Context: an optimization exercise on an open-source flow, tuned for small area. The choices shown serve that exercise and are no tape-out recipe.
The RTL was checked by simulation tests, not by an equivalence proof against the original design.
No activity file was given, so power comes from the tool's default toggle rates.

### design/flow/design.v
module i2c_top(
    input           clk,
    input           rstn,
    input           apb_sel,
    input           apb_en,
    input           apb_write,
    output          apb_ready,
    input  [31:0]   apb_addr,
    input  [31:0]   apb_wdata,
    output [31:0]   apb_rdata,
    output          i2c_irq,
    input           i2c_scl_i,
    output          i2c_scl_o,
    input           i2c_sda_i,
    output          i2c_sda_o
);
    wire [4:0]                  tx_fifo_ocy                     ;
    wire                        tx_fifo_wr                      ;
    wire [9:0]                  tx_fifo_din                     ;
    wire [4:0]                  rx_fifo_ocy                     ;
    wire                        rx_fifo_rd                      ;
    wire [7:0]                  rx_fifo_dout                    ;
    wire [4:0]                  rx_fifo_pirq                    ;
    wire [9:0]                  slv_adr                         ;
    wire [6:0]                  cr                              ;
    wire [7:0]                  cr_clr                          ;
    wire [6:0]                  cr_set                          ;  
    wire [7:0]                  sr                              ;
    wire [7:0]                  irq_req                         ;
    wire [31:0]                 tsusta                          ;
    wire [31:0]                 tsusto                          ;
    wire [31:0]                 thdsta                          ;
    wire [31:0]                 tsudat                          ;
    wire [31:0]                 tbuf                            ;
    wire [31:0]                 thigh                           ;
    wire [31:0]                 tlow                            ;
    wire [31:0]                 thddat                          ;
    wire [7:0]                  tim_dflt                        ;
    wire                        cr_msms                         ;
i2c_reg u_i2c_reg ( 
        .clk                    (clk                            ),  
        .rstn                   (rstn                           ),  
        .apb_sel                (apb_sel                        ),  
        .apb_en                 (apb_en                         ),  
        .apb_write              (apb_write                      ),  
        .apb_ready              (apb_ready                      ),  
        .apb_addr               (apb_addr[31:0]                 ),  
        .apb_wdata              (apb_wdata[31:0]                ),  
        .apb_rdata              (apb_rdata[31:0]                ),  
        .irq                    (i2c_irq                        ),  
        .tx_fifo_ocy            (tx_fifo_ocy[4:0]               ),  
        .tx_fifo_wr             (tx_fifo_wr                     ),  
        .tx_fifo_wdat           (tx_fifo_din[9:0]               ),  
        .rx_fifo_ocy            (rx_fifo_ocy[4:0]               ),  
        .rx_fifo_rd             (rx_fifo_rd                     ),  
        .rx_fifo_rdat           (rx_fifo_dout[7:0]              ),  
        .rx_fifo_pirq           (rx_fifo_pirq[4:0]              ),  
        .slv_adr                (slv_adr[9:0]                   ),  
        .cr                     (cr[6:0]                        ),  
        .cr_clr                 (cr_clr[6:0]                    ),  
        .cr_set                 (cr_set[6:0]                    ),  
        .sr                     (sr[7:0]                        ),  
        .irq_req                (irq_req[7:0]                   ),  
        .tsusta                 (tsusta[31:0]                   ),  
        .tsusto                 (tsusto[31:0]                   ),  
        .thdsta                 (thdsta[31:0]                   ),  
        .tsudat                 (tsudat[31:0]                   ),  
        .tbuf                   (tbuf[31:0]                     ),  
        .thigh                  (thigh[31:0]                    ),  
        .tlow                   (tlow[31:0]                     ),  
        .thddat                 (thddat[31:0]                   ),  
        .tim_dflt               (tim_dflt[7:0]                  )   
    );
i2c_core u_i2c_core( 
        .clk                    (clk                            ),  
        .rstn                   (rstn                           ),  
        .slv_adr                (slv_adr[6:0]                   ),  
        .cr                     ({1'b0, cr[6:0]}                ),  
        .cr_clr                 (cr_clr[7:0]                    ),  
        .cr_set                 (cr_set[6:0]                    ),  
        .sr                     (sr[7:0]                        ),  
        .irq_req                (irq_req[7:0]                   ),  
        .tx_fifo_ocy            (tx_fifo_ocy[4:0]               ),  
        .tx_fifo_wr             (tx_fifo_wr                     ),  
        .tx_fifo_din            (tx_fifo_din[9:0]               ),  
        .rx_fifo_pirq           (rx_fifo_pirq[4:0]              ),  
        .rx_fifo_ocy            (rx_fifo_ocy[4:0]               ),  
        .rx_fifo_rd             (rx_fifo_rd                     ),  
        .rx_fifo_dout           (rx_fifo_dout[7:0]              ),  
        .debounce_cnt           (14'd10                         ),  
        .tsusta                 (tsusta[31:0]                   ),  
        .thdsta                 (thdsta[31:0]                   ),  
        .tsusto                 (tsusto[31:0]                   ),  
        .tsudat                 (tsudat[31:0]                   ),  
        .thddat                 (thddat[31:0]                   ),  
        .tim_dflt               (tim_dflt[7:0]                  ),  
        .tlow                   (tlow[31:0]                     ),  
        .thigh                  (thigh[31:0]                    ),  
        .tbuf                   (tbuf[31:0]                     ),  
        .sda_in                 (i2c_sda_i                      ),  
        .sda_out                (i2c_sda_o                      ),  
        .scl_in                 (i2c_scl_i                      ),  
        .scl_out                (i2c_scl_o                      )   
    );
endmodule
module i2c_reg(
    input               clk,
    input               rstn,
    input               apb_sel,
    input               apb_en,
    input               apb_write,
    output              apb_ready,
    input       [31:0]  apb_addr,
    input       [31:0]  apb_wdata,
    output reg  [31:0]  apb_rdata,
    output              irq,
    input       [4:0]   tx_fifo_ocy,
    output              tx_fifo_wr,
    output      [9:0]   tx_fifo_wdat,
    input       [4:0]   rx_fifo_ocy,
    output              rx_fifo_rd,
    input       [7:0]   rx_fifo_rdat,
    output      [4:0]   rx_fifo_pirq,
    output      [9:0]   slv_adr,
    output reg  [6:0]   cr,
    input       [6:0]   cr_clr,
    input       [6:0]   cr_set,
    input       [7:0]   sr,
    input       [7:0]   irq_req,
    output reg  [31:0]  tsusta,
    output reg  [31:0]  tsusto,
    output reg  [31:0]  thdsta,
    output reg  [31:0]  tsudat,
    output reg  [31:0]  tbuf,
    output reg  [31:0]  thigh,
    output reg  [31:0]  tlow,
    output reg  [31:0]  thddat,
    output reg  [7:0]   tim_dflt    
);
localparam [31:0] D_TSUSTA = 32'h23a;
localparam [31:0] D_TSUSTO = 32'h1f4;
localparam [31:0] D_THDSTA = 32'h1ae;
localparam [31:0] D_TSUDAT = 32'h100;
localparam [31:0] D_TBUF   = 32'h1f4;
localparam [31:0] D_THIGH  = 32'h1ed;
localparam [31:0] D_TLOW   = 32'h1ed;
localparam [31:0] D_THDDAT = 32'h40;
reg         gie;
reg  [7:0]  isr;
reg  [7:0]  ier;
reg  [9:0]  txr;
reg  [6:0]  adr;
reg  [2:0]  ten_adr;
reg  [4:0]  rx_pirq;
wire        wr_en;
wire        rd_en;
assign apb_ready = 1'b1;
assign rx_fifo_pirq[4:0] = rx_pirq[4:0];
assign slv_adr      = {ten_adr, adr};
assign wr_en =  apb_write & apb_en & apb_sel;
assign rd_en = ~apb_write & apb_en & apb_sel;
wire [8:0] a = apb_addr[8:0];
wire a_gie    = a == 9'h01c;
wire a_isr    = a == 9'h020;
wire a_ier    = a == 9'h028;
wire a_cr     = a == 9'h100;
wire a_sr     = a == 9'h104;
wire a_txr    = a == 9'h108;
wire a_rx     = a == 9'h10c;
wire a_adr    = a == 9'h110;
wire a_txocy  = a == 9'h114;
wire a_rxocy  = a == 9'h118;
wire a_tenadr = a == 9'h11c;
wire a_pirq   = a == 9'h120;
wire a_tsusta = a == 9'h128;
wire a_tsusto = a == 9'h12c;
wire a_thdsta = a == 9'h130;
wire a_tsudat = a == 9'h134;
wire a_tbuf   = a == 9'h138;
wire a_thigh  = a == 9'h13c;
wire a_tlow   = a == 9'h140;
wire a_thddat = a == 9'h144;
wire a_none   = !(a_gie | a_isr | a_ier | a_cr | a_sr | a_txr | a_rx | a_adr |
                  a_txocy | a_rxocy | a_tenadr | a_pirq | a_tsusta | a_tsusto |
                  a_thdsta | a_tsudat | a_tbuf | a_thigh | a_tlow | a_thddat);
wire [7:0] a_tim = {a_thddat, a_tlow, a_thigh, a_tbuf, a_tsudat, a_thdsta, a_tsusto, a_tsusta};
wire [7:0] we_tim = {8{wr_en}} & a_tim;
always @(posedge clk or negedge rstn)
begin
    if (!rstn) begin
        gie         <= 1'b0;
        ier         <= 8'h0;
        adr         <= 7'b0;
        ten_adr     <= 3'b0;
        rx_pirq     <= 5'b1;
        txr         <= 10'b0;
    end else if (wr_en) begin
        if (a_gie)    gie     <= apb_wdata[31];
        if (a_ier)    ier     <= apb_wdata[7:0];
        if (a_txr)    txr     <= apb_wdata[9:0];
        if (a_adr)    adr     <= apb_wdata[7:1];
        if (a_tenadr) ten_adr <= apb_wdata[2:0];
        if (a_pirq)   rx_pirq <= apb_wdata[4:0];
    end
end
always @(posedge clk or negedge rstn)
begin
    if (!rstn) tim_dflt <= 8'hff;
    else       tim_dflt <= tim_dflt & ~we_tim;
end
always @(posedge clk)
begin
    if (we_tim[0]) tsusta <= apb_wdata;
    if (we_tim[1]) tsusto <= apb_wdata;
    if (we_tim[2]) thdsta <= apb_wdata;
    if (we_tim[3]) tsudat <= apb_wdata;
    if (we_tim[4]) tbuf   <= apb_wdata;
    if (we_tim[5]) thigh  <= apb_wdata;
    if (we_tim[6]) tlow   <= apb_wdata;
    if (we_tim[7]) thddat <= apb_wdata;
end
always @(posedge clk or negedge rstn)
begin
    if (!rstn) begin
        cr[6:0] <= 7'b0;
    end else begin
        if(wr_en && a_cr)
            cr[6:0]<= apb_wdata[6:0];
        else
            cr[6:0] <=(cr[6:0] | cr_set) & (~cr_clr);
    end
end
wire [7:0] rs_tim = a_tim & ~tim_dflt;
wire [7:0] rd_tim = a_tim &  tim_dflt;
always @(posedge clk)
begin
    apb_rdata <= ({32{a_gie}}    & {gie, 31'b0})
               | ({32{a_isr}}    & {24'b0, isr})
               | ({32{a_ier}}    & {24'b0, ier})
               | ({32{a_cr}}     & {25'b0, cr})
               | ({32{a_sr}}     & {24'b0, sr})
               | ({32{a_txr}}    & {22'b0, txr})
               | ({32{a_rx}}     & {24'b0, rx_fifo_rdat})
               | ({32{a_adr}}    & {24'b0, adr, 1'b0})
               | ({32{a_txocy}}  & {27'b0, tx_fifo_ocy})
               | ({32{a_rxocy}}  & {27'b0, rx_fifo_ocy})
               | ({32{a_tenadr}} & {29'b0, ten_adr})
               | ({32{a_pirq}}   & {27'b0, rx_pirq})
               | ({32{rs_tim[0]}} & tsusta)
               | ({32{rs_tim[1]}} & tsusto)
               | ({32{rs_tim[2]}} & thdsta)
               | ({32{rs_tim[3]}} & tsudat)
               | ({32{rs_tim[4]}} & tbuf)
               | ({32{rs_tim[5]}} & thigh)
               | ({32{rs_tim[6]}} & tlow)
               | ({32{rs_tim[7]}} & thddat)
               | ({32{rd_tim[0]}} & D_TSUSTA)
               | ({32{rd_tim[1]}} & D_TSUSTO)
               | ({32{rd_tim[2]}} & D_THDSTA)
               | ({32{rd_tim[3]}} & D_TSUDAT)
               | ({32{rd_tim[4]}} & D_TBUF)
               | ({32{rd_tim[5]}} & D_THIGH)
               | ({32{rd_tim[6]}} & D_TLOW)
               | ({32{rd_tim[7]}} & D_THDDAT)
               | ({32{a_none}}   & 32'hdeadbeef);
end
always @(posedge clk or negedge rstn)
begin
    if (!rstn)
        isr <= 8'h0;
    else
        isr <= (isr & ~({8{wr_en & a_isr}} & apb_wdata[7:0])) | irq_req;
end
assign tx_fifo_wr   = wr_en && a_txr;
assign tx_fifo_wdat = apb_wdata[9:0];
assign rx_fifo_rd   = rd_en && a_rx;
assign irq          = |(isr & ier) & gie;
endmodule
module i2c_core(
    input           clk,
    input           rstn,
    input   [6:0]   slv_adr,
    input   [7:0]   cr,
    output  [7:0]   cr_clr,
    output  [6:0]   cr_set,
    output  [7:0]   sr,
    output  [7:0]   irq_req,
    output  [4:0]   tx_fifo_ocy,
    input           tx_fifo_wr,
    input   [9:0]   tx_fifo_din,
    input   [4:0]   rx_fifo_pirq,
    output  [4:0]   rx_fifo_ocy,
    input           rx_fifo_rd,
    output  [7:0]   rx_fifo_dout,
    input      [13:0]   debounce_cnt,
    input      [31:0]   tsusta,
    input      [31:0]   thdsta,
    input      [31:0]   tsusto,
    input      [31:0]   tsudat,
    input      [31:0]   thddat,
    input      [7:0]    tim_dflt,
    input      [31:0]   tlow,
    input      [31:0]   thigh,
    input      [31:0]   tbuf,
    input           sda_in,
    output          sda_out,
    input           scl_in,
    output          scl_out
);
    wire                        sr_bb                           ;
    wire                        cr_rsta_set                     ;
    wire                        cr_tx_set                       ;
    wire                        cr_tx_clr                       ;
    wire                        cr_txak_set                     ;
    wire                        cr_txak_clr                     ;
    wire                        cr_msms_set                     ;
    wire                        cr_msms_clr                     ;
    wire                        tx_fifo_rd                      ;
    wire [9:0]                  tx_fifo_dout                    ;
    wire                        tx_fifo_empty                   ;
    wire                        tx_fifo_full                    ;
    wire                        rx_fifo_empty                   ;
    wire                        rx_fifo_wr                      ;
    wire [7:0]                  rx_fifo_din                     ;
    wire                        rx_fifo_full                    ;
    wire                        cr_en                           ;
    wire                        dyna_msms_set                   ;
    wire                        dyna_msms_clr                   ;
    wire                        dyna_txak_set                   ;
    wire                        dyna_txak_clr                   ;
    wire                        dyna_tx_set                     ;
    wire                        dyna_tx_clr                     ;
    wire                        dyna_rsta_set                   ;
    wire                        fsm_msms_clr                    ;  
    wire                        cr_tx                           ;
    wire                        cr_gcen                         ;
    wire                        cr_txak                         ;
    wire                        cr_rsta                         ;
    wire                        cr_rsta_clr                     ;
    wire                        sr_abgc                         ;
    wire                        sr_aas                          ;
    wire                        sr_srw                          ;
    wire                        irq_nas                         ;
    wire                        irq_tx_err                      ;
    wire                        irq_tx_empty                    ;
    wire [3:0]                  cmd                             ;
    wire                        cmd_ack                         ;
    wire                        phy_rx                          ;
    wire                        phy_tx                          ;
    wire                        al                              ;
    wire                        irq_rx_pfull                   ;
    wire                        scl_gauge_en                    ;
    wire                        msms                            ;
    wire                        rsta_det                        ;
    wire                        sta_det                         ;
    wire                        sto_det                         ;
    wire                        busy                            ;
    wire                        scl_rising                      ;
    wire                        scl_faling                      ;
    wire                        cr_msms                         ;
    wire                        cr_txfifo_rst                   ;
    wire [4:0] rx_fifo_pfull_th;
    wire fsm_tx_set;
    wire fsm_tx_clr;
assign sr_bb = busy;
assign {
    cr_gcen,
    cr_rsta,
    cr_txak,
    cr_tx,
    cr_msms,
    cr_txfifo_rst,
    cr_en } = cr;
assign cr_clr = {
    1'b0,
    cr_rsta_clr,
    cr_txak_clr,
    cr_tx_clr,
    cr_msms_clr, 2'b0};
assign cr_set = {
    1'b0,
    cr_rsta_set,
    cr_txak_set,
    cr_tx_set,
    cr_msms_set,
    2'b0
    };
assign cr_rsta_set = dyna_rsta_set;
assign cr_tx_set   = dyna_tx_set || fsm_tx_set;
assign cr_tx_clr   = dyna_tx_clr || fsm_tx_clr;
assign cr_txak_set = dyna_txak_set;
assign cr_txak_clr = dyna_txak_clr;
assign cr_msms_set = dyna_msms_set;
assign cr_msms_clr = al || dyna_msms_clr || fsm_msms_clr;
assign sr = {
    tx_fifo_empty,
    rx_fifo_empty,
    rx_fifo_full,
    tx_fifo_full,
    sr_srw,
    sr_bb,
    sr_aas,
    sr_abgc
    };
assign irq_req = {
    !tx_fifo_ocy[3],
    irq_nas,
    sr_aas,
    !sr_bb,
    irq_rx_pfull,
    irq_tx_empty,
    irq_tx_err,
    al};
assign rx_fifo_pfull_th[4:0] = rx_fifo_pirq[4:0];
sync_fifo#(.DW(10), .DEPTH(16)) u_tx_fifo ( 
        .clk                    (clk                            ),  
        .rstn                   (rstn && (!cr_txfifo_rst)       ),  
        .rd                     (tx_fifo_rd                     ),  
        .dout                   (tx_fifo_dout[9:0]              ),  
        .empty                  (tx_fifo_empty                  ),  
        .wr                     (tx_fifo_wr                     ),  
        .din                    (tx_fifo_din[9:0]               ),  
        .full                   (tx_fifo_full                   ),  
        .ocy                    (tx_fifo_ocy[4:0]               )   
    );
sync_fifo #( .DW(8), .DEPTH(16)) u_rx_fifo ( 
        .clk                    (clk                            ),  
        .rstn                   (rstn                           ),  
        .rd                     (rx_fifo_rd                     ),  
        .dout                   (rx_fifo_dout[7:0]              ),  
        .empty                  (rx_fifo_empty                  ),  
        .wr                     (rx_fifo_wr                     ),  
        .din                    (rx_fifo_din[7:0]               ),  
        .full                   (rx_fifo_full                   ),  
        .ocy                    (rx_fifo_ocy[4:0]               )   
    );
i2c_dynamic_ctrl u_i2c_dynamic_ctrl( 
        .clk                    (clk                            ),  
        .rstn                   (rstn                           ),  
        .cr_en                  (cr_en                          ),  
        .cr_msms                (cr_msms                        ),  
        .dyna_msms_set          (dyna_msms_set                  ),  
        .dyna_msms_clr          (dyna_msms_clr                  ),  
        .dyna_txak_set          (dyna_txak_set                  ),  
        .dyna_txak_clr          (dyna_txak_clr                  ),  
        .dyna_tx_set            (dyna_tx_set                    ),  
        .dyna_tx_clr            (dyna_tx_clr                    ),  
        .dyna_rsta_set          (dyna_rsta_set                  ),  
        .tx_fifo_empty          (tx_fifo_empty                  ),  
        .tx_fifo_rd             (tx_fifo_rd                     ),  
        .tx_fifo_dout           (tx_fifo_dout[9:0]              ),  
        .tx_fifo_wr             (tx_fifo_wr                     ),  
        .tx_fifo_din            (tx_fifo_din[9:0]               ),  
        .rx_fifo_wr             (rx_fifo_wr                     )   
    );
i2c_core_fsm u_i2c_core_fsm( 
        .clk                    (clk                            ),  
        .rstn                   (rstn                           ),  
        .slv_addr               (slv_adr[6:0]                   ),  
        .cr_msms                (cr_msms                        ),  
        .cr_msms_clr            (fsm_msms_clr                   ),  
        .cr_tx                  (cr_tx                          ),  
        .cr_tx_set              (fsm_tx_set                     ),  
        .cr_tx_clr              (fsm_tx_clr                     ),  
        .cr_gcen                (cr_gcen                        ),  
        .cr_txak                (cr_txak                        ),  
        .cr_en                  (cr_en                          ),  
        .cr_rsta                (cr_rsta                        ),  
        .cr_rsta_clr            (cr_rsta_clr                    ),  
        .sr_abgc                (sr_abgc                        ),  
        .sr_aas                 (sr_aas                         ),  
        .sr_srw                 (sr_srw                         ),  
        .irq_nas                (irq_nas                        ),  
        .irq_tx_err             (irq_tx_err                     ),  
        .irq_tx_empty           (irq_tx_empty                   ),  
        .irq_rx_pfull           (irq_rx_pfull                   ),  
        .cmd                    (cmd[3:0]                       ),  
        .cmd_ack                (cmd_ack                        ),  
        .phy_rx                 (phy_rx                         ),  
        .phy_tx                 (phy_tx                         ),  
        .phy_abort              (al                             ),  
        .rx_fifo_pirq           (rx_fifo_pfull_th[4:0]          ),  
        .rx_fifo_wr             (rx_fifo_wr                     ),  
        .rx_fifo_din            (rx_fifo_din[7:0]               ),  
        .rx_fifo_ocy            (rx_fifo_ocy[4:0]               ),  
        .rx_fifo_empty          (rx_fifo_empty                  ),  
        .tx_fifo_empty          (tx_fifo_empty                  ),  
        .tx_fifo_rd             (tx_fifo_rd                     ),  
        .tx_fifo_dout           (tx_fifo_dout[9:0]              ),  
        .tx_fifo_ocy            (tx_fifo_ocy[4:0]               ),  
        .scl_gauge_en           (scl_gauge_en                   ),  
        .msms                   (msms                           ),  
        .rcv_rsta               (rsta_det                       ),  
        .rcv_sta                (sta_det                        ),  
        .rcv_sto                (sto_det                        )   
    );
i2c_phy u_i2c_phy( 
        .clk                    (clk                            ),  
        .rstn                   (rstn                           ),  
        .ena                    (cr_en                          ),  
        .cmd                    (cmd[3:0]                       ),  
        .cmd_ack                (cmd_ack                        ),  
        .al                     (al                             ),  
        .rsta_det               (rsta_det                       ),  
        .din                    (phy_tx                         ),  
        .dout                   (phy_rx                         ),  
        .debounce_cnt           (debounce_cnt[13:0]             ),  
        .tsusta                 (tsusta[31:0]                   ),  
        .thdsta                 (thdsta[31:0]                   ),  
        .tsusto                 (tsusto[31:0]                   ),  
        .tsudat                 (tsudat[31:0]                   ),  
        .thddat                 (thddat[31:0]                   ),  
        .tim_dflt               (tim_dflt[7:0]                  ),  
        .tlow                   (tlow[31:0]                     ),  
        .thigh                  (thigh[31:0]                    ),  
        .tbuf                   (tbuf[31:0]                     ),  
        .cr_msms                (msms                           ),  
        .sta_det                (sta_det                        ),  
        .sto_det                (sto_det                        ),  
        .busy                   (busy                           ),  
        .scl_rising             (scl_rising                     ),  
        .scl_faling             (scl_faling                     ),  
        .scl_gauge_en           (scl_gauge_en                   ),  
        .scl_in                 (scl_in                         ),  
        .scl_out                (scl_out                        ),  
        .sda_in                 (sda_in                         ),  
        .sda_out                (sda_out                        )   
    );
endmodule
module sync_fifo#(
    parameter DW = 8,
    parameter DEPTH = 16,
    parameter AW = 4
)(
    input               clk,
    input               rstn,
    input               rd,
    output      [DW-1:0]dout,
    output  reg         empty,
    input               wr,
    input       [DW-1:0]din,
    output              full,
    output      [AW:0]  ocy
);
reg  [DW*DEPTH-1:0] mem;
reg  [AW-1:0]       cnt;
wire                wr_int;
wire                rd_int;
assign full   = !empty & (&cnt);
assign wr_int = wr & !full;
assign rd_int = rd & !empty;
assign ocy    = {1'b0, cnt};
always @(posedge clk or negedge rstn)
begin
    if(!rstn) begin
        empty <= 1'b1;
        cnt   <= {AW{1'b0}};
    end
    else if(wr_int && !rd_int) begin
        empty <= 1'b0;
        if(!empty) cnt <= cnt + 1'b1;
    end
    else if(rd_int && !wr_int) begin
        if(cnt == 0) empty <= 1'b1;
        else         cnt   <= cnt - 1'b1;
    end
end
always @(posedge clk)
begin
    if(wr_int)
        mem <= {mem[DW*(DEPTH-1)-1:0], din};
end
reg [DW-1:0] rd_q;
integer i;
always @(*) begin
    rd_q = {DW{1'b0}};
    for (i = 0; i < DEPTH; i = i + 1)
        rd_q = rd_q | ({DW{!empty && cnt == i}} & mem[i*DW +: DW]);
end
assign dout = rd_q;
endmodule  
module i2c_dynamic_ctrl(
    input           clk,
    input           rstn,
    input           cr_en,
    input           cr_msms,
    output          dyna_msms_set,
    output          dyna_msms_clr,
    output          dyna_txak_set,
    output          dyna_txak_clr,
    output          dyna_tx_set,
    output          dyna_tx_clr,
    output          dyna_rsta_set,
    input           tx_fifo_empty,
    input           tx_fifo_rd,
    input   [9:0]   tx_fifo_dout,
    input           tx_fifo_wr,
    input   [9:0]   tx_fifo_din,
    input           rx_fifo_wr
);
reg [7:0]   rcnt;
reg         load;
reg         start_hold;
wire        start_set;
wire        start;
assign start         = !tx_fifo_empty & tx_fifo_dout[8] |
                        tx_fifo_empty & tx_fifo_wr & tx_fifo_din[8];
assign start_set     = !start_hold & start;
assign dyna_msms_set = start_set & cr_en & !cr_msms;
assign dyna_rsta_set = start_set & cr_en &  cr_msms;
assign dyna_msms_clr = (tx_fifo_rd | (rx_fifo_wr & rcnt == 1)) & tx_fifo_dout[9];
assign dyna_txak_set = rx_fifo_wr && rcnt == 2;
assign dyna_txak_clr = start_set & cr_en;
assign dyna_tx_set   = tx_fifo_rd && tx_fifo_dout[8] && (!tx_fifo_dout[0]);
assign dyna_tx_clr   = tx_fifo_rd && tx_fifo_dout[9] || 
                       tx_fifo_rd && tx_fifo_dout[8] && tx_fifo_dout[0];
always@(posedge clk or negedge rstn)
begin
    if(!rstn) begin
        rcnt <= 8'b0;
        load <= 1'b0;
        start_hold <= 1'b0;
    end
    else begin
        load <= tx_fifo_rd && tx_fifo_dout[8] && tx_fifo_dout[0];
        start_hold <= start;
        if(load)
            rcnt <= tx_fifo_dout[7:0];
        else if(rx_fifo_wr)
            rcnt <= rcnt - 1;
    end
end
endmodule
module i2c_core_fsm(
    input               clk,
    input               rstn,
    input       [6:0]   slv_addr,
    input               cr_msms,
    output              cr_msms_clr,
    input               cr_tx,
    output              cr_tx_set,
    output              cr_tx_clr,
    input               cr_gcen,
    input               cr_txak,
    input               cr_en,
    input               cr_rsta,
    output              cr_rsta_clr,
    output reg          sr_abgc,
    output reg          sr_aas,
    output reg          sr_srw,
    output reg          irq_nas, 
    output              irq_tx_err,
    output              irq_tx_empty,
    output              irq_rx_pfull,
    output reg [ 3:0]   cmd,       
    input               cmd_ack,   
    input               phy_rx,
    output reg          phy_tx,
    input               phy_abort,
    input       [4:0]   rx_fifo_pirq,
    output              rx_fifo_wr, 
    output      [7:0]   rx_fifo_din,
    input       [4:0]   rx_fifo_ocy,
    input               rx_fifo_empty,
    input               tx_fifo_empty,
    output              tx_fifo_rd,
    input       [9:0]   tx_fifo_dout,
    input       [4:0]   tx_fifo_ocy,
    output              scl_gauge_en,
    output reg          msms,
    input               rcv_rsta,
    input               rcv_sta,
    input               rcv_sto
);
    localparam ST_IDLE  = 4'h0;
    localparam ST_START = 4'h1;
    localparam ST_READ  = 4'h3;
    localparam ST_RACK  = 4'h4;
    localparam ST_WRITE = 4'h5;
    localparam ST_WACK  = 4'h6;
    localparam ST_WSUSP = 4'h8;
    localparam ST_RSUSP = 4'h9;
    localparam ST_STOP  = 4'h7;
    reg  [3:0]  cstate;
    reg  [3:0]  nstate;
    reg  [3:0]  pstate;
    reg  [2:0]  cnt;
    wire [2:0]  cnt_x;
    reg  [7:0]  sr;
    wire        load;
    wire        tx_ready;
    wire        rx_ready;
    reg         cr_msms_r;
    wire        msms_set;
    wire        msms_clr;
    wire        msms_x;
    wire        active_abort;
    wire        tx; 
    wire        cnt_clr;
    reg         adr_phase;
    wire        adr_phase_x;
    wire        adr_phase_set;
    wire        ack_done;
    wire                        aas_set                         ;
    wire                        gc_set                          ;
    wire                        aas_x                           ;
    wire                        abgc_x                          ;
    wire                        nas_clr                         ;
    wire                        nas_set                         ;
    wire                        nas_x                           ;
    wire                        shift                           ;
    wire                        cnt_done                       ;
    wire rack_done;
    wire wack_done;
assign msms_set = cr_msms && !cr_msms_r;
assign msms_clr = cstate == ST_STOP && cmd_ack;
assign msms_x   = msms_set ? 1'b1:
                  msms_clr ? 1'b0:
                  msms;
assign tx            = msms? cr_tx : (aas_set? phy_rx : sr_srw);
assign scl_gauge_en  = cstate == ST_READ && adr_phase;
assign rack_done     = (cstate == ST_RACK) & cmd_ack;
assign wack_done     = (cstate == ST_WACK) & cmd_ack;
assign ack_done      = rack_done | wack_done;
assign adr_phase_set = (cstate == ST_IDLE)  & rcv_sta |
                       (cstate == ST_START) & cmd_ack;
assign adr_phase_x   = ack_done ? 1'b0 :
                       adr_phase_set ? 1'b1 : adr_phase;
assign active_abort   = !cr_msms & msms;
always@(*)
begin
    nstate = cstate;
    cmd    = 4'h0;
    phy_tx = 1'b0;
    case(cstate)
        ST_IDLE : begin
            if(msms && tx_ready)
                nstate = ST_START;
            else if(rcv_sta)
                nstate = ST_READ;
        end
        ST_START : begin
            cmd  = 4'h1;
            if(cmd_ack) nstate = ST_WRITE; 
        end
        ST_READ  : begin
            cmd = 4'h4;
            if(cnt_done) nstate = ST_RACK;
        end
        ST_RACK : begin
            cmd    = 4'h3;
            phy_tx = adr_phase & !(sr_aas | sr_abgc) | !adr_phase & cr_txak;
            if(cmd_ack) begin
                if(!msms & phy_rx)
                    nstate = ST_IDLE;
                else if(tx)
                    nstate = ST_WSUSP;
                else
                    nstate = ST_RSUSP;
            end
        end
        ST_WRITE : begin
            cmd = 4'h3;
            phy_tx = sr[7];
            if(phy_abort)
                nstate = ST_IDLE;
            else if(cnt_done) 
                nstate = ST_WACK;
        end
        ST_WACK : begin
            cmd = 4'h4;
            if(cmd_ack) begin
                if(phy_rx | active_abort)
                    nstate = msms ? ST_STOP : ST_IDLE;
                else if(tx)
                    nstate = ST_WSUSP;
                else
                    nstate = ST_RSUSP;
            end
        end
        ST_WSUSP : begin
            cmd = 4'h5;
            if(tx_ready)
                nstate = cr_rsta? ST_START : ST_WRITE;
        end
        ST_RSUSP : begin
            cmd = 4'h5;
            if(cr_rsta)
                nstate = ST_WSUSP;
            else if(rx_ready)
                nstate = active_abort ? ST_STOP : ST_READ;
        end
        ST_STOP : begin
            cmd = 4'h2;
            if(cmd_ack) nstate = ST_IDLE;
        end
        default:;
    endcase
end
assign cnt_clr       = cnt_done || rcv_rsta;
assign cnt_x         = cnt_clr ? 3'h7 :
                       shift   ? cnt - 1'b1 : cnt;
assign cnt_done      = ~(|cnt) & cmd_ack;
assign rx_ready      = rx_fifo_ocy[4:0] < rx_fifo_pirq[4:0] | rx_fifo_empty;
assign rx_fifo_wr    = rack_done && !adr_phase;
assign rx_fifo_din   = sr[7:0];
assign tx_ready      = !tx_fifo_empty;
assign tx_fifo_rd    = load;
assign shift = (cstate == ST_READ || cstate == ST_WRITE) && cmd_ack;
assign load  = (cstate != ST_WRITE) && (nstate == ST_WRITE);
assign gc_set    = !msms & adr_phase & cnt_done & (sr[6:0] == 7'b0) & cr_gcen;
assign aas_set   = !msms & adr_phase & cnt_done & (sr[6:0] == slv_addr[6:0]);
assign cr_tx_set =  msms & adr_phase & cnt_done & !phy_rx;
assign cr_tx_clr =  msms & adr_phase & cnt_done &  phy_rx;
assign cr_msms_clr = wack_done & phy_rx;
assign cr_rsta_clr = cr_rsta && (cstate == ST_START) && cmd_ack;
assign aas_x     = rcv_sto ? 1'b0 : 
                   aas_set ? 1'b1 : 
                   sr_aas;
assign abgc_x    = rcv_sto  ? 1'b0 :
                   gc_set   ? 1'b1 :
                   sr_abgc;
assign nas_clr   = aas_set | gc_set;
assign nas_set   = rcv_sto;
assign nas_x     = nas_clr ? 1'b0 : 
                   nas_set ? 1'b1 :
                   irq_nas ;
assign irq_tx_err   = ack_done & phy_rx;
assign irq_tx_empty = (cstate == ST_WSUSP) && tx_fifo_empty;
assign irq_rx_pfull = !rx_ready && (cstate == ST_RSUSP);
always@(posedge clk or negedge rstn)
begin
    if(!rstn) begin
        cstate          <= ST_IDLE;
        pstate          <= ST_IDLE;
        cnt             <= 3'h7; 
        irq_nas         <= 1'b1;
        sr_aas          <= 1'b0;
        sr_abgc         <= 1'b0;
        sr_srw          <= 1'b0;
        cr_msms_r       <= 1'b0;
        msms            <= 1'b0;
        adr_phase       <= 1'b0;
    end
    else begin
        cstate          <= nstate;
        cnt             <= cnt_x;
        pstate          <= (nstate == cstate)? pstate : cstate;
        sr_srw          <= aas_set ? phy_rx : sr_srw;
        irq_nas         <= nas_x;
        sr_aas          <= aas_x;
        sr_abgc         <= abgc_x;
        cr_msms_r       <= cr_msms;
        msms            <= msms_x;
        adr_phase       <= adr_phase_x;
    end
end
always @(posedge clk)
begin
    if (load)       sr <= tx_fifo_dout[7:0];
    else if(shift)  sr <= {sr[6:0], phy_rx};
end
endmodule
module i2c_phy(
    input               clk,
    input               rstn,
    input               ena,
    input      [ 3:0]   cmd,
    output              cmd_ack,
    output              al,
    output              rsta_det,
    input               din,
    output              dout,
    input      [13:0]   debounce_cnt,
    input      [31:0]   tsusta,
    input      [31:0]   thdsta,
    input      [31:0]   tsusto,
    input      [31:0]   tsudat,
    input      [31:0]   thddat,
    input      [7:0]    tim_dflt,
    input      [31:0]   tlow,
    input      [31:0]   thigh,
    input      [31:0]   tbuf,
    input               cr_msms,
    output              sta_det,
    output              sto_det,
    output              busy,
    output              scl_rising,
    output              scl_faling,
    input               scl_gauge_en,
    input               scl_in,
    output              scl_out,
    input               sda_in,
    output              sda_out
);
    wire [31:0]                 tlow_gauge                      ;
    wire                        tlow_g_dflt                     ;
    wire                        scl_o                           ;
    wire                        scl_i                           ;
    wire                        sda_o                           ;
    wire                        sda_i                           ;
    wire [31:0]                 thigh_mux                       ;
assign scl_out = scl_o;
assign sda_out = sda_o;
assign thigh_mux = thigh;
i2c_phy_debounce u_i2c_phy_debounce( 
        .clk                    (clk                            ),  
        .rstn                   (rstn                           ),  
        .scl                    (scl_in                         ),  
        .sda                    (sda_in                         ),  
        .debounce_cnt           (debounce_cnt[13:0]             ),  
        .sta_det                (sta_det                        ),  
        .sto_det                (sto_det                        ),  
        .busy                   (busy                           ),  
        .scl_rising             (scl_rising                     ),  
        .scl_faling             (scl_faling                     ),  
        .scl_gauge_en           (scl_gauge_en                   ),  
        .tlow                   (tlow_gauge[31:0]               ),  
        .tlow_dflt              (tlow_g_dflt                    ),  
        .scl_o                  (scl_o                          ),  
        .scl_i                  (scl_i                          ),  
        .sda_o                  (sda_o                          ),  
        .sda_i                  (sda_i                          )   
    );
i2c_phy_fsm u_i2c_phy_fsm( 
        .clk                    (clk                            ),  
        .rstn                   (rstn                           ),  
        .ena                    (ena                            ),  
        .msms                   (cr_msms                        ),  
        .cmd                    (cmd[3:0]                       ),  
        .cmd_ack                (cmd_ack                        ),  
        .al                     (al                             ),  
        .rsta_det               (rsta_det                       ),  
        .din                    (din                            ),  
        .dout                   (dout                           ),  
        .tsusta                 (tsusta[31:0]                   ),  
        .thdsta                 (thdsta[31:0]                   ),  
        .tsusto                 (tsusto[31:0]                   ),  
        .tsudat                 (tsudat[31:0]                   ),  
        .thddat                 (thddat[31:0]                   ),  
        .tim_dflt               (tim_dflt[7:0]                  ),  
        .tlow                   (tlow[31:0]                     ),  
        .tlow_g                 (tlow_gauge[31:0]               ),  
        .tlow_g_dflt            (tlow_g_dflt                    ),  
        .thigh                  (thigh_mux[31:0]                ),  
        .tbuf                   (tbuf[31:0]                     ),  
        .sto_det                (sto_det                        ),  
        .sta_det                (sta_det                        ),  
        .scl_rising             (scl_rising                     ),  
        .scl_falling            (scl_faling                     ),  
        .scl_i                  (scl_i                          ),  
        .sda_i                  (sda_i                          ),  
        .scl_o                  (scl_o                          ),  
        .sda_o                  (sda_o                          )   
    );
endmodule
module i2c_phy_debounce (
    input               clk,
    input               rstn,
    input               scl,
    input               sda,
    input       [13:0]  debounce_cnt,
    output              sta_det,
    output              sto_det,
    output  reg         busy,
    output              scl_rising,
    output              scl_faling,
    input               scl_gauge_en,
    output  reg [31:0]  tlow,        
    output  reg         tlow_dflt,   
    input               scl_o,
    output              scl_i,
    input               sda_o,
    output              sda_i
);
reg [ 1:0] cSCL, cSDA;       
reg [ 2:0] fSCL, fSDA;       
reg        sSCL, sSDA;       
reg        dSCL, dSDA;       
reg [3:0]  filter_cnt;       
reg [31:0] timing_cnt;
always@(posedge clk or negedge rstn)
begin
    if(!rstn) begin
        timing_cnt <= 32'b0;
        tlow_dflt  <= 1'b1;
    end
    else begin
        timing_cnt <= (scl_gauge_en & (scl_rising | scl_faling)) ? 32'b0 :
                      timing_cnt + {31'b0, scl_gauge_en & busy};
        if(scl_gauge_en & scl_rising) tlow_dflt <= 1'b0;
    end
end
always@(posedge clk)
begin
    if(scl_gauge_en && scl_rising) tlow <= timing_cnt;
end
always @(posedge clk or negedge rstn)
    if (!rstn) begin
        cSCL <= 2'b00;
        cSDA <= 2'b00;
    end else begin
        cSCL <= {cSCL[0],scl};
        cSDA <= {cSDA[0],sda};
    end
always @(posedge clk or negedge rstn)
    if (!rstn) 
        filter_cnt <= 4'h0;
    else if (~|filter_cnt)
        filter_cnt <= debounce_cnt[3:0];  
    else
        filter_cnt <= filter_cnt -1;
always @(posedge clk or negedge rstn)
    if (!rstn) begin
        fSCL <= 3'b111;
        fSDA <= 3'b111;
    end else if (~|filter_cnt) begin
        fSCL <= {fSCL[1:0],cSCL[1]};
        fSDA <= {fSDA[1:0],cSDA[1]};
    end
always @(posedge clk or negedge rstn)
    if (~rstn) begin
        sSCL <= 1'b1;
        sSDA <= 1'b1;
        dSCL <= 1'b1;
        dSDA <= 1'b1;
    end else begin
        sSCL <= &fSCL[2:1] | &fSCL[1:0] | (fSCL[2] & fSCL[0]);
        sSDA <= &fSDA[2:1] | &fSDA[1:0] | (fSDA[2] & fSDA[0]);
        dSCL <= sSCL;
        dSDA <= sSDA;
    end
always @(posedge clk or negedge rstn)
    if (~rstn)
        busy <= 1'b0;
    else if(sta_det)
        busy <= 1'b1;
    else if(sto_det)
        busy <= 1'b0;
assign sta_det = sSCL && (!sSDA) && dSDA;
assign sto_det = sSCL && sSDA && (!dSDA);
assign scl_i   = dSCL;
assign sda_i   = dSDA;
assign scl_faling = dSCL && (!sSCL);
assign scl_rising = (!dSCL) && sSCL;
endmodule
module i2c_phy_fsm (
    input             clk,       
    input             rstn,      
    input             ena,       
    input             msms,      
    input      [ 3:0] cmd,       
    output            cmd_ack,   
    output reg        al,        
    output reg        rsta_det,
    input             din,
    output reg        dout,
    input      [31:0] tsusta,
    input      [31:0] thdsta,
    input      [31:0] tsusto,
    input      [31:0] tsudat,
    input      [31:0] thddat,
    input      [31:0] tlow,
    input      [31:0] tlow_g,    
    input             tlow_g_dflt,  
    input      [7:0]  tim_dflt,  
    input      [31:0] thigh,
    input      [31:0] tbuf,
    input             sto_det,
    input             sta_det,
    input             scl_rising,
    input             scl_falling,
    input             scl_i,     
    input             sda_i,     
    output reg        scl_o,     
    output reg        sda_o      
);
    localparam idle    = 4'b0000;
    localparam hang    = 4'b0001;
    localparam wr_c    = 4'b0010;    
    localparam start_a = 4'b0100;    
    localparam start_d = 4'b0101;    
    localparam rd_a    = 4'b0110;    
    localparam rd_c    = 4'b0111;    
    localparam rd_b    = 4'b1000;    
    localparam wr_b    = 4'b1001;    
    localparam stop_a  = 4'b1010;    
    localparam wr_a    = 4'b1011;    
    localparam start_b = 4'b1100;    
    localparam start_c = 4'b1101;    
    localparam stop_b  = 4'b1110;    
    localparam stop_c  = 4'b1111;    
    parameter TSUSTA = 0;
    parameter THDSTA = 1;
    parameter THDSTO = 2;
    parameter TSUDAT = 3;
    parameter THDDAT = 4;
    parameter TLOW   = 5;
    parameter THIGH  = 6;
    parameter TBUF   = 7;
    reg        dscl_o  ;         
    wire       sda_chk;          
    reg        slv_wait;       
    wire       slv_wait_set;
    wire       slv_wait_clr;
    reg [31:0] cnt;              
    wire[31:0] cnt_nxt;
    wire       cnt_clr;
    wire       wait_thigh_done;
    wire       wait_tlow_done;  
    wire       wait_tbuf_done;  
    wire       wait_tsusta_done;
    wire       wait_thdsta_done;
    wire       wait_tsudat_done;
    wire       wait_thddat_done;
    wire       wait_tsusto_done;
    reg       scl_x;
    reg       sda_x;
    reg [3:0] cstate, nstate; 
    assign cnt_clr = cstate != nstate;
    assign cnt_nxt = cnt_clr ? 32'b0 : 
                     slv_wait ? cnt : cnt + 1'b1;
    wire       s_tlow   = cstate[3:2] == 2'b01;
    wire       s_thigh  = cstate[3:1] == 3'b100;
    wire       s_tsudat = cstate[3:1] == 3'b101;
    wire       s_tsusta = cstate == start_b;
    wire       s_thdsta = cstate == start_c;
    wire       s_tsusto = cstate == stop_b;
    wire       s_tbuf   = cstate == stop_c;
    wire       s_thddat = cstate == wr_c;
    wire [7:0] d        = tim_dflt;
    wire       tlow0    = msms ? (tlow[0] | d[6]) : (tlow_g[0] | tlow_g_dflt);
    wire       s_tlow_m = s_tlow &  msms;
    wire       s_tlow_g = s_tlow & !msms;
    wire [32:0] tsel    = ({33{s_tlow_m & !d[6]}}    & {1'b0, tlow})
                        | ({33{s_tlow_m &  d[6]}}    & {1'b0, 32'h1ed})
                        | ({33{s_tlow_g & !tlow_g_dflt}} & {1'b0, tlow_g})
                        | ({33{s_tlow_g &  tlow_g_dflt}} & {1'b0, 32'hffff_ffff})
                        | ({33{s_tbuf & !d[4]}}      & {1'b0, tbuf[31:1], tlow0})
                        | ({33{s_tbuf &  d[4]}}      & {1'b0, 31'h1f4 >> 1, tlow0})
                        | ({33{s_thigh & !d[5]}}     & {thigh,  1'b0})
                        | ({33{s_thigh &  d[5]}}     & {32'h1ed, 1'b0})
                        | ({33{s_tsudat & !d[3]}}    & {tsudat, 1'b0})
                        | ({33{s_tsudat &  d[3]}}    & {32'h100, 1'b0})
                        | ({33{s_tsusta & !d[0]}}    & {tsusta, 1'b0})
                        | ({33{s_tsusta &  d[0]}}    & {32'h23a, 1'b0})
                        | ({33{s_thdsta & !d[2]}}    & {thdsta, 1'b0})
                        | ({33{s_thdsta &  d[2]}}    & {32'h1ae, 1'b0})
                        | ({33{s_tsusto & !d[1]}}    & {tsusto, 1'b0})
                        | ({33{s_tsusto &  d[1]}}    & {32'h1f4, 1'b0})
                        | ({33{s_thddat & !d[7]}}    & {thddat, 1'b0})
                        | ({33{s_thddat &  d[7]}}    & {32'h40, 1'b0});
    wire       cnt_ge   = {cnt, 1'b0} >= tsel;
    wire       cnt_eq   = {cnt, 1'b0} == tsel;
    assign wait_thigh_done  = cnt_ge;
    assign wait_tlow_done   = cnt_ge;
    assign wait_tbuf_done   = cnt_ge;
    assign wait_tsusta_done = cnt_eq;
    assign wait_thdsta_done = cnt_eq;
    assign wait_tsudat_done = cnt_eq;
    assign wait_thddat_done = cnt_eq;
    assign wait_tsusto_done = cnt_eq;
    assign cmd_ack = cstate == start_d & wait_tlow_done |
                     cstate == stop_c  & wait_tbuf_done |
                     cstate == rd_c    & (wait_tlow_done || !msms) |
                     cstate == wr_c    & wait_thddat_done;
    always @(posedge clk or negedge rstn)
      if (!rstn) dscl_o <= 1'b1;
      else       dscl_o <= scl_o  ;
    assign slv_wait_set = (!dscl_o & scl_o) & (!scl_i);
    assign slv_wait_clr = slv_wait & scl_i;
    always @(posedge clk or negedge rstn)
      if (!rstn) slv_wait <= 1'b0;
      else       slv_wait <= (slv_wait & ~slv_wait_clr) | slv_wait_set ;
    wire cmd_stop;
    assign cmd_stop = (cmd == 4'h2);
    assign sda_chk = cstate == wr_b && nstate == wr_c;
    always @(posedge clk or negedge rstn)
      if (~rstn)
          al <= 1'b0;
      else
          al <= (sda_chk & ~sda_i & sda_o) | (sto_det & ~cmd_stop & msms);
    always @(posedge clk or negedge rstn)
      if (!rstn) begin
        dout     <= 1'b1;
        rsta_det <= 1'b0;
      end
      else begin
      if (scl_rising) dout <= sda_i;
      if (scl_falling && (dout != sda_i) && cstate == rd_b) 
          rsta_det <=1'b1;
      else if(cmd_ack)
          rsta_det <=1'b0;
      end
    always @(posedge clk)
      cnt <= (al | (ena & cnt_clr)) ? 32'b0 : cnt + {31'b0, ena & !slv_wait};
    always @(posedge clk or negedge rstn)
      if (!rstn) begin
          cstate <= idle;
          scl_o   <= 1'b1;
          sda_o   <= 1'b1;
      end
      else if (al) begin
          cstate <= idle;
          scl_o   <= 1'b1;
          sda_o   <= 1'b1;
      end
      else if(ena) begin 
        cstate  <= nstate;
        scl_o   <= scl_x;
        sda_o   <= sda_x;
      end
    always@(*) begin
        nstate = cstate;
        scl_x  = scl_o;
        sda_x  = sda_o;
        case (cstate) 
              idle: begin
                  case (cmd) 
                       4'h1: nstate = start_a;
                       4'h2:  nstate = stop_a; 
                       4'h3: nstate = wr_a;
                       4'h4:  nstate = rd_a;
                       4'h5:  nstate = hang;
                       default:        nstate = idle;
                  endcase
                  scl_x   = scl_o  ;  
                  sda_x   = sda_o  ;  
              end
              start_a: begin
                  scl_x = scl_o; 
                  sda_x = 1'b1; 
                  if(wait_tlow_done) nstate = start_b;
              end
              start_b: begin
                  scl_x = 1'b1;
                  sda_x = 1'b1;
                  if(wait_tsusta_done) nstate = start_c;
              end
              start_c: begin
                  scl_x = 1'b1;
                  sda_x = 1'b0;
                  if(wait_thdsta_done) nstate = start_d;
              end
              start_d: begin
                  scl_x = 1'b0; 
                  sda_x = 1'b0; 
                  if(wait_tlow_done) nstate = idle;
              end
              stop_a: begin
                  scl_x = 1'b0;  
                  sda_x = 1'b0;  
                  if(wait_tsudat_done) nstate = stop_b;
              end
              stop_b: begin
                  scl_x = 1'b1;  
                  sda_x = 1'b0;  
                  if(wait_tsusto_done) nstate = stop_c;
              end
              stop_c: begin
                  scl_x = 1'b1;  
                  sda_x = 1'b1;  
                  if(wait_tbuf_done) nstate = idle;
              end
              rd_a: begin
                  scl_x = !msms;  
                  sda_x = 1'b1;  
                  if(wait_tlow_done && msms || scl_rising && !msms) nstate = rd_b;
              end
              rd_b: begin
                  scl_x = 1'b1;  
                  sda_x = 1'b1;  
                  if(wait_thigh_done && msms || scl_falling && !msms) nstate = rd_c;
              end
              rd_c: begin
                  scl_x = !msms;  
                  sda_x = 1'b1;  
                  if(wait_tlow_done || !msms) nstate = idle;
              end
              wr_a: begin
                  scl_x = 1'b0;  
                  sda_x = din;   
                  if(wait_tsudat_done) nstate = wr_b;
              end
              wr_b: begin
                  scl_x = 1'b1;  
                  sda_x = din;   
                  if(wait_thigh_done && msms || scl_falling && !msms) nstate = wr_c;
              end
              wr_c: begin
                  scl_x = !msms;  
                  sda_x = din;
                  if(wait_thddat_done) nstate = idle;
              end
              hang: begin
                  scl_x = 1'b0;  
                  sda_x = sda_o;
                  if(cmd != 4'h5) nstate = idle;
              end
              default: ;
        endcase
    end
endmodule
### design/flow/flow/run.sh
#!/bin/bash
# The standard layout (standard.sh: the ORFS flow, standard synthesis included) with two
# changes: port buffers are sky130_fd_sc_hd__buf_1 instead of the tool's pick, and clock tree
# synthesis inserts no dummy loads. All of make's output goes to flow_make.log here; each ORFS
# step keeps its own log under orfs/logs/.
set -euo pipefail
bash standard.sh \
  "BUFFER_PORTS_ARGS=-buffer_cell sky130_fd_sc_hd__buf_1" \
  "CTS_ARGS=-sink_clustering_enable -repair_clock_nets -buf_list sky130_fd_sc_hd__clkbuf_8 -sink_clustering_size 16 -sink_clustering_max_diameter 60 -dont_use_dummy_load" \
  finish > flow_make.log 2>&1
### design/flow/standard.sh
#!/bin/bash
# synth_recipe.tcl (not shown) runs the flow's synth.tcl, then flattens the netlist and writes it again
# the make line also repeats each setting of config.mk as NAME=value (left out here)
make -C /OpenROAD-flow-scripts/flow DESIGN_CONFIG=/design/flow/config.mk WORK_HOME=/design/flow/orfs CLKGATE_MAP_FILE= SYNTH_SCRIPT=/design/flow/synth_recipe.tcl "${@:-finish}"
### design/flow/config.mk
export PLATFORM = sky130hd
export DESIGN_NAME = i2c_top
export DESIGN_NICKNAME = i2c_top
export VERILOG_FILES = /design/flow/design.v
export SDC_FILE = /design/flow/constraint.sdc
export NUM_CORES = 4
export LEC_CHECK = 0
export CAP_MARGIN = 0
export CORE_MARGIN = 2
export CORE_UTILIZATION = 50
export CTS_BUF_LIST = sky130_fd_sc_hd__clkbuf_8
export CTS_CLUSTER_DIAMETER = 60
export CTS_CLUSTER_SIZE = 16
export SLEW_MARGIN = 0
### design/flow/constraint.sdc
create_clock -name core_clock -period 12.0 [get_ports {clk}]
set_input_delay 2.4000 -clock core_clock [delete_from_list [all_inputs] [get_ports {clk}]]
set_output_delay 2.4000 -clock core_clock [all_outputs]
set_load 0.01 [all_outputs]
==> flow_summary_export.csv, run 1 <==
group,metric,value,unit
sta,finalCritPeriodShare,70.8,%
setup_path,critPathMaxStageDelay,940,ps
setup_path,worstSetupEndpointType,"flip-flop",
logic_synthesis,synth_area,34200,um^2
global_routing,antenna_found_initial,5,
clock_tree,clk_latency,720,ps
global_routing,grt-busiest-layer,"met1",
global_routing,grtUsageMet1,42.4,%
route,ant_nets,0,
setup_path,critPathKind,"reg -> reg",
clock_tree,post-cts-setup-buffers,0,
power,switching_share,28.3,%
setup_path,worstSetupStartpointType,"flip-flop",
route,drt_pass1_iterations,8,
route,viasPerCell,6.68,
clock_tree,clkTransAtPathRegs,100,ps
power,cellPowerDensity,141,nW/um^2
logic_synthesis,synth_edf_count,584,
sta,setup_viol,0,
power,p_leak,12.3,nW
die,start_util,50.7,%
final_layout,layout-drive-gt1-share,9.95,%
setup_path,crit_family,"simple AND/OR/NAND/NOR gates",
clock_tree,cts_hold_buf,0,
power,total_power,0.00517,W
power,comb_power_share,15.9,%
sta,finalMaxSlewViolations,0,
place,portBuffers,82,
min_path,min_path_type,"reg -> reg",
sta,fin_skew,52.6,ps
route,drcViolationCount,0,
sta,period_needed,8500,ps
outcome,status,"finished clean",
place,place_congestion,0.914,
sta,tns,0,ps
place,dp_hpwl,65200,um
logic_synthesis,ys_warn_count,7,
die,die_area,70500,um^2
sta,final-hold-violation-count,0,
power,ir_drop,0.0858,mV
logic_synthesis,ys_async_sr_fraction,19.2,%
route,drt-wirelength-per-cell,29.0,um
global_routing,grt_max_degree,92,
clock_tree,cts-buffers-inserted,60,
global_routing,grt_pass1_vias,22865,
sta,timing.slew.headroom,16.0,%
setup_path,cp_cell_sequence,"and2_0 > nand3_1 > nor2_2 > buf_4 > a22oi_1 > nand4_1 > a211oi_1 > ha_1 > nand4_1 > nor4_4 > a21boi_2 > o21ai_1 > buf_4 > or3_1 > o211a_1 > nor3_2 > nand2_1 > ha_1 > a211oi_1 > nand2_1 > xnor2_1",
power,switching_power,0.00146,W
die,coreArea,67400,um^2
global_routing,met2_usage,40.6,%
power,intPower,0.00370,W
die,io_pins,107,
logic_synthesis,netlist_instances,2551,
setup_path,cp_slowest_cell,"dfrtp_1",
final_layout,synthToLayoutAreaGrowth,6.96,%
global_routing,grt_overflow,0,
global_routing,grt_pass1_wl,149000,um
logic_synthesis,ys_seq_area_share,66.4,%
logic_synthesis,syn_nets,2681,
clock_tree,cts-root-buf,"clkbuf_8",
global_routing,met3_usage,8.12,%
route,drt-total-wl,101000,um
clock_tree,clockBufferDepth,3,
sta,worstMarginPinSlew,1260,ps
route,num_vias,23338,
clock_tree,cts_tree,"done",
global_routing,track_usage,28.5,%
die,rows,95,
logic_synthesis,synth_seq_cells,802,
setup_path,worstPathArrival,9070,ps
sta,fmax,0.118,GHz
setup_path,cp.buffers_inverters,2,
setup_path,cp.required,12570,ps
logic_synthesis,yosysUniqueCellTypes,86,
clock_tree,cts_max_level,2,
die,die_w,266,um
setup_path,cp_max_fo,27,
final_layout,final_common_cell,"edfxtp_1",
job,maxCapViolations,0,
route,drtIter0Drc,3490,
final_layout,layout_common_cells,"edfxtp_1, a22oi_1, nor2_1",
power,p_clk_share,24.8,%
clock_tree,post_cts_resize_count,0,
clock_tree,cts.sinks,802,
power,power_frac_seq,59.3,%
final_layout,fin_nets,2746,
sta,rsz0062_at_grt,"false",
logic_synthesis,syn_avg_cell_area,13.4,um^2
logic_synthesis,synth_ff_type,"edfxtp_1",
die,die_h,266,um
[area by class of cell]
cell class	instances	area, um^2
fillers	5635	30800
flip-flops and latches	802	22700
multi-input cells	1564	11000
well taps	873	1090
clock buffers	60	826
repair buffers	137	724
inverters	51	191
diodes	5	12.5
[cell families (layout without fill, tap and decap cells)]
family,Yosys count,in the layout,synth area share [%]
flip-flops,802,802,66.4
AND/OR/NAND/NOR,724,724,11.0
AO/OA/AOI/OAI,622,622,13.6
buffers and inverters,185,248,2.14
XOR/XNOR,90,90,2.31
multiplexers,66,66,2.31
adder cells (fa/ha/maj),61,61,2.22
other,1,6,0.0110
[synthesized netlist by cell type, drive strengths merged, types with 16 or more instances]
cell type	instances	area share (%)
a211oi	32	0.70
a21oi	56	0.82
a221oi	57	1.5
a222oi	29	0.85
a22o	69	1.8
a22oi	229	5.0
and2	18	0.33
and3	20	0.37
buf	31	0.45
clkbuf	103	1.1
dfrtp	124	9.1
dfstp	30	2.3
dfxtp	64	3.7
edfxtp	584	51
ha	59	2.2
inv	49	0.54
mux2	43	1.4
mux2i	17	0.50
nand2	166	1.8
nand3	96	1.4
nand4	74	1.4
nand4b	20	0.51
nor2	186	2.0
nor2b	25	0.46
nor3	38	0.59
nor4	16	0.49
o21ai	71	1.0
xnor2	38	0.97
xor2	52	1.3
[state kept, by name (all words and copies together) (netlist names), 10 cells and up]
| signal | flops |
|---|---|
| u_i2c_reg.tlow | 32 |
| u_i2c_reg.tbuf | 32 |
| u_i2c_core.u_rx_fifo.mem | 128 |
| u_i2c_reg.thddat | 32 |
| u_i2c_reg.tsudat | 32 |
| u_i2c_core.u_i2c_phy.u_i2c_phy_debounce.timing_cnt | 32 |
| u_i2c_reg.tsusto | 32 |
| u_i2c_reg.txr | 10 |
| u_i2c_core.u_i2c_phy.u_i2c_phy_fsm.cnt | 32 |
| u_i2c_core.u_i2c_phy.u_i2c_phy_debounce.tlow | 32 |
| u_i2c_reg.tsusta | 32 |
| u_i2c_reg.thdsta | 32 |
| u_i2c_core.u_tx_fifo.mem | 160 |
| u_i2c_reg.thigh | 32 |
| u_i2c_reg.apb_rdata | 32 |
[path summary, 6_finish.rpt]
path,startpoint,endpoint,slack [ps],cells past startpoint
min in group asynchronous,u_i2c_reg.cr[1],u_i2c_core.u_tx_fifo.cnt[0],360,1
worst min register to register,u_i2c_core.u_i2c_phy.u_i2c_phy_debounce.cSDA[0],u_i2c_core.u_i2c_phy.u_i2c_phy_debounce.cSDA[1],340,0
worst max-delay path,u_i2c_core.u_i2c_phy.u_i2c_phy_fsm.cstate[3],u_i2c_core.u_tx_fifo.cnt[2],3500,21
worst min-delay path,u_i2c_core.u_i2c_phy.u_i2c_phy_debounce.cSDA[0],u_i2c_core.u_i2c_phy.u_i2c_phy_debounce.cSDA[1],340,0
max in group asynchronous,rstn,u_i2c_core.u_i2c_phy.u_i2c_phy_fsm.slv_wait,8910,2
worst max register to register,u_i2c_core.u_i2c_phy.u_i2c_phy_fsm.cstate[3],u_i2c_core.u_tx_fifo.cnt[2],3500,21
[metrics by stage]
stage	hold slack, ps	std cells	utilization [%]	setup WS [ps]	cell area, um^2
floorplan	269	2551	-	602	34200
global placement	334	3427	53.0	3830	35700
detailed placement	337	3427	53.0	3690	35700
CTS	337	3487	54.2	3680	36600
global route	339	3490	54.3	2940	36600
finish	338	3492	54.3	3500	36600
[metal layers]
layer  up-vias  part of all wire (%)
met1     11771                    43
met4         2                   2.4
li1      10082                     -
met3       176                    11
met2      1307                    43
met5         -                 0.012
[worst reg2reg max path, delay by kind of cell, from the launching register on]
family	cells	cell delay, ps
flops	1	940
compound gates	6	2010
simple gates	10	3790
fa+ha+maj	2	770
xor+xnor	1	160
buf+inv	2	720
[power by group through the flow]
stage | Sequential, W | Clock, W | Combinational, W
detailed placement | 0.00312 | 0 | 0.000798
finish | 0.00306 | 0.00128 | 0.000821
floorplan | 0.00308 | 0 | 0.000531
global route | 0.00307 | 0.00140 | 0.000881
global placement | 0.00312 | 0 | 0.000784
CTS | 0.00306 | 0.00132 | 0.000799
==> inputs of run 2 (changes only) <==
--- a/design/flow/flow/run.sh
+++ b/design/flow/flow/run.sh
@@ -6,5 +6,5 @@
 set -euo pipefail
 bash standard.sh \
   "BUFFER_PORTS_ARGS=-buffer_cell sky130_fd_sc_hd__buf_1" \
-  "CTS_ARGS=-sink_clustering_enable -repair_clock_nets -buf_list sky130_fd_sc_hd__clkbuf_8 -sink_clustering_size 16 -sink_clustering_max_diameter 60 -dont_use_dummy_load" \
+  "CTS_ARGS=-sink_clustering_enable -repair_clock_nets -buf_list sky130_fd_sc_hd__clkbuf_8 -sink_clustering_size 18 -sink_clustering_max_diameter 70 -dont_use_dummy_load" \
   finish > flow_make.log 2>&1
==> run 2 against run 1 <==
Effect of this change: still clean on timing, DRC and antenna; fmax up 0.40%; worst setup slack improved by 34 ps; synthesized area unchanged; register-to-register slack improved by 30 ps; sequential power barely moved; die area is the same; cell count fell by 0.23%; first-iteration DRC count rose by 0.74%; flip-flop and latch count unchanged.
==> flow_summary_export.csv, run 2 <==
group,metric,value,unit
clock_tree,post-cts-setup-buffers,0,
final_layout,synthToLayoutAreaGrowth,6.67,%
logic_synthesis,yosys.cell_count.top_type,"edfxtp_1",
global_routing,grt_pass1_vias,22855,
clock_tree,clkTransAtPathRegs,110,ps
global_routing,grt_max_degree,92,
die,rows,95,
sta,finalCritPeriodShare,70.5,%
die,start_util,50.7,%
setup_path,crit_top_cell,"nand2_1",
route,ant_nets,0,
sta,period_needed,8460,ps
logic_synthesis,synth_area_leaders,"edfxtp_1, dfrtp_1, a22oi_1, dfxtp_1, dfstp_2",
sta,final-hold-violation-count,0,
final_layout,reg.largest.list,"u_i2c_core.u_tx_fifo.mem x160, u_i2c_core.u_rx_fifo.mem x128",
sta,worstMarginPinSlew,1230,ps
setup_path,critPathKind,"reg -> reg",
sta,fin_skew,78.3,ps
final_layout,fin_nets,2739,
logic_synthesis,synth_edf_count,584,
die,die_area,70500,um^2
final_layout,final_common_cell,"edfxtp_1",
clock_tree,cts-root-buf,"clkbuf_8",
setup_path,critPathMaxStageDelay,800,ps
global_routing,grt_pass1_wl,149000,um
logic_synthesis,synth_area_leader_cell,"edfxtp_1",
route,drt_pass1_iterations,8,
clock_tree,cts_max_level,2,
place,dp.cells,3427,
power,ir_drop,0.0898,mV
clock_tree,cts.sinks,802,
route,drt-wirelength-per-cell,29.1,um
logic_synthesis,ys_async_sr_fraction,19.2,%
setup_path,cp.required,12550,ps
min_path,min_path_type,"reg -> reg",
setup_path,r2r_slack,3540,ps
clock_tree,post_cts_resize_count,0,
logic_synthesis,synthTopCellsByCount,"edfxtp_1, a22oi_1, nor2_1",
clock_tree,clockBufferDepth,3,
route,drtIter0Drc,3516,
clock_tree,cts-buffers-inserted,53,
sta,finalMaxSlewViolations,0,
logic_synthesis,syn_avg_cell_area,13.4,um^2
logic_synthesis,syn_nets,2681,
die,die_h,266,um
final_layout,layout_common_cells,"edfxtp_1, a22oi_1, nor2_1",
clock_tree,cts_tree,"done",
setup_path,worstSetupEndpointType,"flip-flop",
final_layout,layout-drive-gt1-share,9.70,%
sta,tns,0,ps
final_layout,register_area,22700,um^2
logic_synthesis,synth_ff_type,"edfxtp_1",
logic_synthesis,synth_area,34200,um^2
sta,rsz0062_at_grt,"false",
die,die_w,266,um
logic_synthesis,ys_warn_count,7,
final_layout,multi_input_area,11000,um^2
logic_synthesis,yosysUniqueCellTypes,86,
logic_synthesis,synth_seq_cells,802,
global_routing,antenna_found_initial,5,
setup_path,cp.buffers_inverters,3,
place,portBuffers,82,
setup_path,cp_max_fo,31,
die,io_pins,107,
place,dp_hpwl,65200,um
place,place_congestion,0.914,
setup_path,worstPathArrival,9020,ps
job,maxCapViolations,0,
logic_synthesis,ys_seq_area_share,66.4,%
setup_path,cp_cell_sequence,"clkinv_1 > nor2_1 > nand2_1 > nor2_2 > buf_4 > a221oi_1 > and3_1 > ha_1 > nand4_1 > nor4_4 > a21boi_2 > o21ai_1 > buf_4 > or3_1 > o211a_1 > nor3_2 > nand2_1 > ha_1 > a211oi_1 > nand2_1 > xnor2_1",
final_layout,regMostFlops,"u_i2c_core.u_tx_fifo.mem",
setup_path,cp_slowest_cell,"nor3_2",
final_layout,largest_reg_flops,160,
sta,setup_viol,0,
route,num_vias,23417,
sta,timing.slew.headroom,17.8,%
setup_path,worstSetupStartpointType,"flip-flop",
power,p_leak,12.3,nW
global_routing,track_usage,28.5,%
sta,whs,358,ps
clock_tree,clk_latency,730,ps
power,cellPowerDensity,140,nW/um^2
global_routing,grt_overflow,0,
final_layout,layout.cells.non_filler,3484,
final_layout,n_fill_cell,5631,
route,drcViolationCount,0,
route,drt-total-wl,101000,um
outcome,status,"finished clean",
clock_tree,cts_hold_buf,0,
die,coreArea,67400,um^2
sta,fmax,0.118,GHz
route,viasPerCell,6.72,
logic_synthesis,netlist_instances,2551,
setup_path,crit_family,"simple AND/OR/NAND/NOR gates",
logic_synthesis,synth_top_area_share,51.3,%
run 2: cell counts after synthesis:
Identical to the previous run, type by type.
run 2: cell type report:
type | instances | area share [%]
multi-input combinational | 1564 | 30.2
inverter | 51 | 0.525
clock buffer | 53 | 2.00
timing repair buffer | 137 | 1.99
antenna | 4 | 0.0274
tap | 873 | 2.99
sequential | 802 | 62.3
run 2: stage by stage:
| step | setup slack (ps) | instance area (um^2) | util, % | power (W) |
|---|---|---|---|---|
| after CTS | 3660 | 36500 | 54.1 | 0.00511 |
| final | 3540 | 36500 | 54.1 | 0.00511 |
| after global placement | 3830 | 35700 | 53.0 | 0.00390 |
| after global routing | 2970 | 36500 | 54.1 | 0.00529 |
| after floorplan | 602 | 34200 | - | 0.00361 |
| after detailed placement | 3690 | 35700 | 53.0 | 0.00392 |
run 2: cells by family (layout without fill, tap and decap cells):
kind of cell	after synthesis	count (layout)	synth area share, %
and+or+nand+nor	724	724	11.0
buffers and inverters	185	241	2.14
other	1	5	0.0110
adders and majority gates	61	61	2.22
DFF	802	802	66.4
xor gates and xnor gates	90	90	2.31
AOI/OAI and AO/OA	622	622	13.6
muxes	66	66	2.31
run 2: report_power, final:
| part | internal, W | switching, W |
|---|---|---|
| registers | 0.00300 | 0.0000677 |
| clock network | 0.000396 | 0.000830 |
| logic | 0.000263 | 0.000561 |
| total | 0.00366 | 0.00146 |
run 2: routing by layer:
metal	vias to the layer above	track usage (%)	share of wire [%]
li1	10058	-	-
met1	11781	42.7	42
met2	1393	40.6	43
met3	183	7.92	12
met4	2	7.94	2.4
met5	-	0	0.013
run 2: path summary, 6_finish.rpt:
kind	startpoint	end	cells after the start
max reg2reg	u_i2c_core.u_i2c_phy.u_i2c_phy_fsm.cstate[1]	u_i2c_core.u_tx_fifo.cnt[2]	21
max	u_i2c_core.u_i2c_phy.u_i2c_phy_fsm.cstate[1]	u_i2c_core.u_tx_fifo.cnt[2]	21
min reg2reg	u_i2c_core.u_i2c_phy.u_i2c_phy_debounce.cSCL[0]	u_i2c_core.u_i2c_phy.u_i2c_phy_debounce.cSCL[1]	0
min	u_i2c_core.u_i2c_phy.u_i2c_phy_debounce.cSCL[0]	u_i2c_core.u_i2c_phy.u_i2c_phy_debounce.cSCL[1]	0
min in group asynchronous	u_i2c_reg.cr[1]	u_i2c_core.u_tx_fifo.cnt[0]	1
max in group asynchronous	rstn	u_i2c_core.u_i2c_phy.u_i2c_phy_fsm.slv_wait	2
run 2: worst register-to-register path, cell delays in order, from the launching register on:
cell and delay (ps):
dfrtp_1 790, clkinv_1 510, nor2_1 430, nand2_1 330
nor2_2 190, buf_4 470, a221oi_1 190, and3_1 290
ha_1 310, nand4_1 220, nor4_4 530, a21boi_2 610
o21ai_1 190, buf_4 220, or3_1 380, o211a_1 290
nor3_2 800, nand2_1 310, ha_1 390, a211oi_1 570
nand2_1 160, xnor2_1 160

## afterwards: timing with drivers on the ports
Ports are ideal in the flow. The routed layouts listed here were re-timed in OpenROAD. Step 1 assumes that a clkbuf_16 drives the clock port and a buf_2 every other input. Step 2 moves the port delays by t, midway between the first and last clock arrival at a register: inputs arrive t later, outputs are due t later. That takes back most of the time a late clock gives input paths. a / b / c = ideal ports / drivers / drivers and shift; a / b = the first two.
run | t, ns | setup WS [ns] | hold slack, ns | worst register clock-pin slew, ns | cell pins on the clock port's net
run 1 | 0.753 | 3.503 / 3.503 / 3.503 | 0.338 / 0.338 / 0.338 | 0.10 / 0.10 | 1
run 2 | 0.756 | 3.536 / 3.536 / 3.536 | 0.358 / 0.358 / 0.358 | 0.12 / 0.12 | 1
After both steps setup and hold are still met in every run listed.
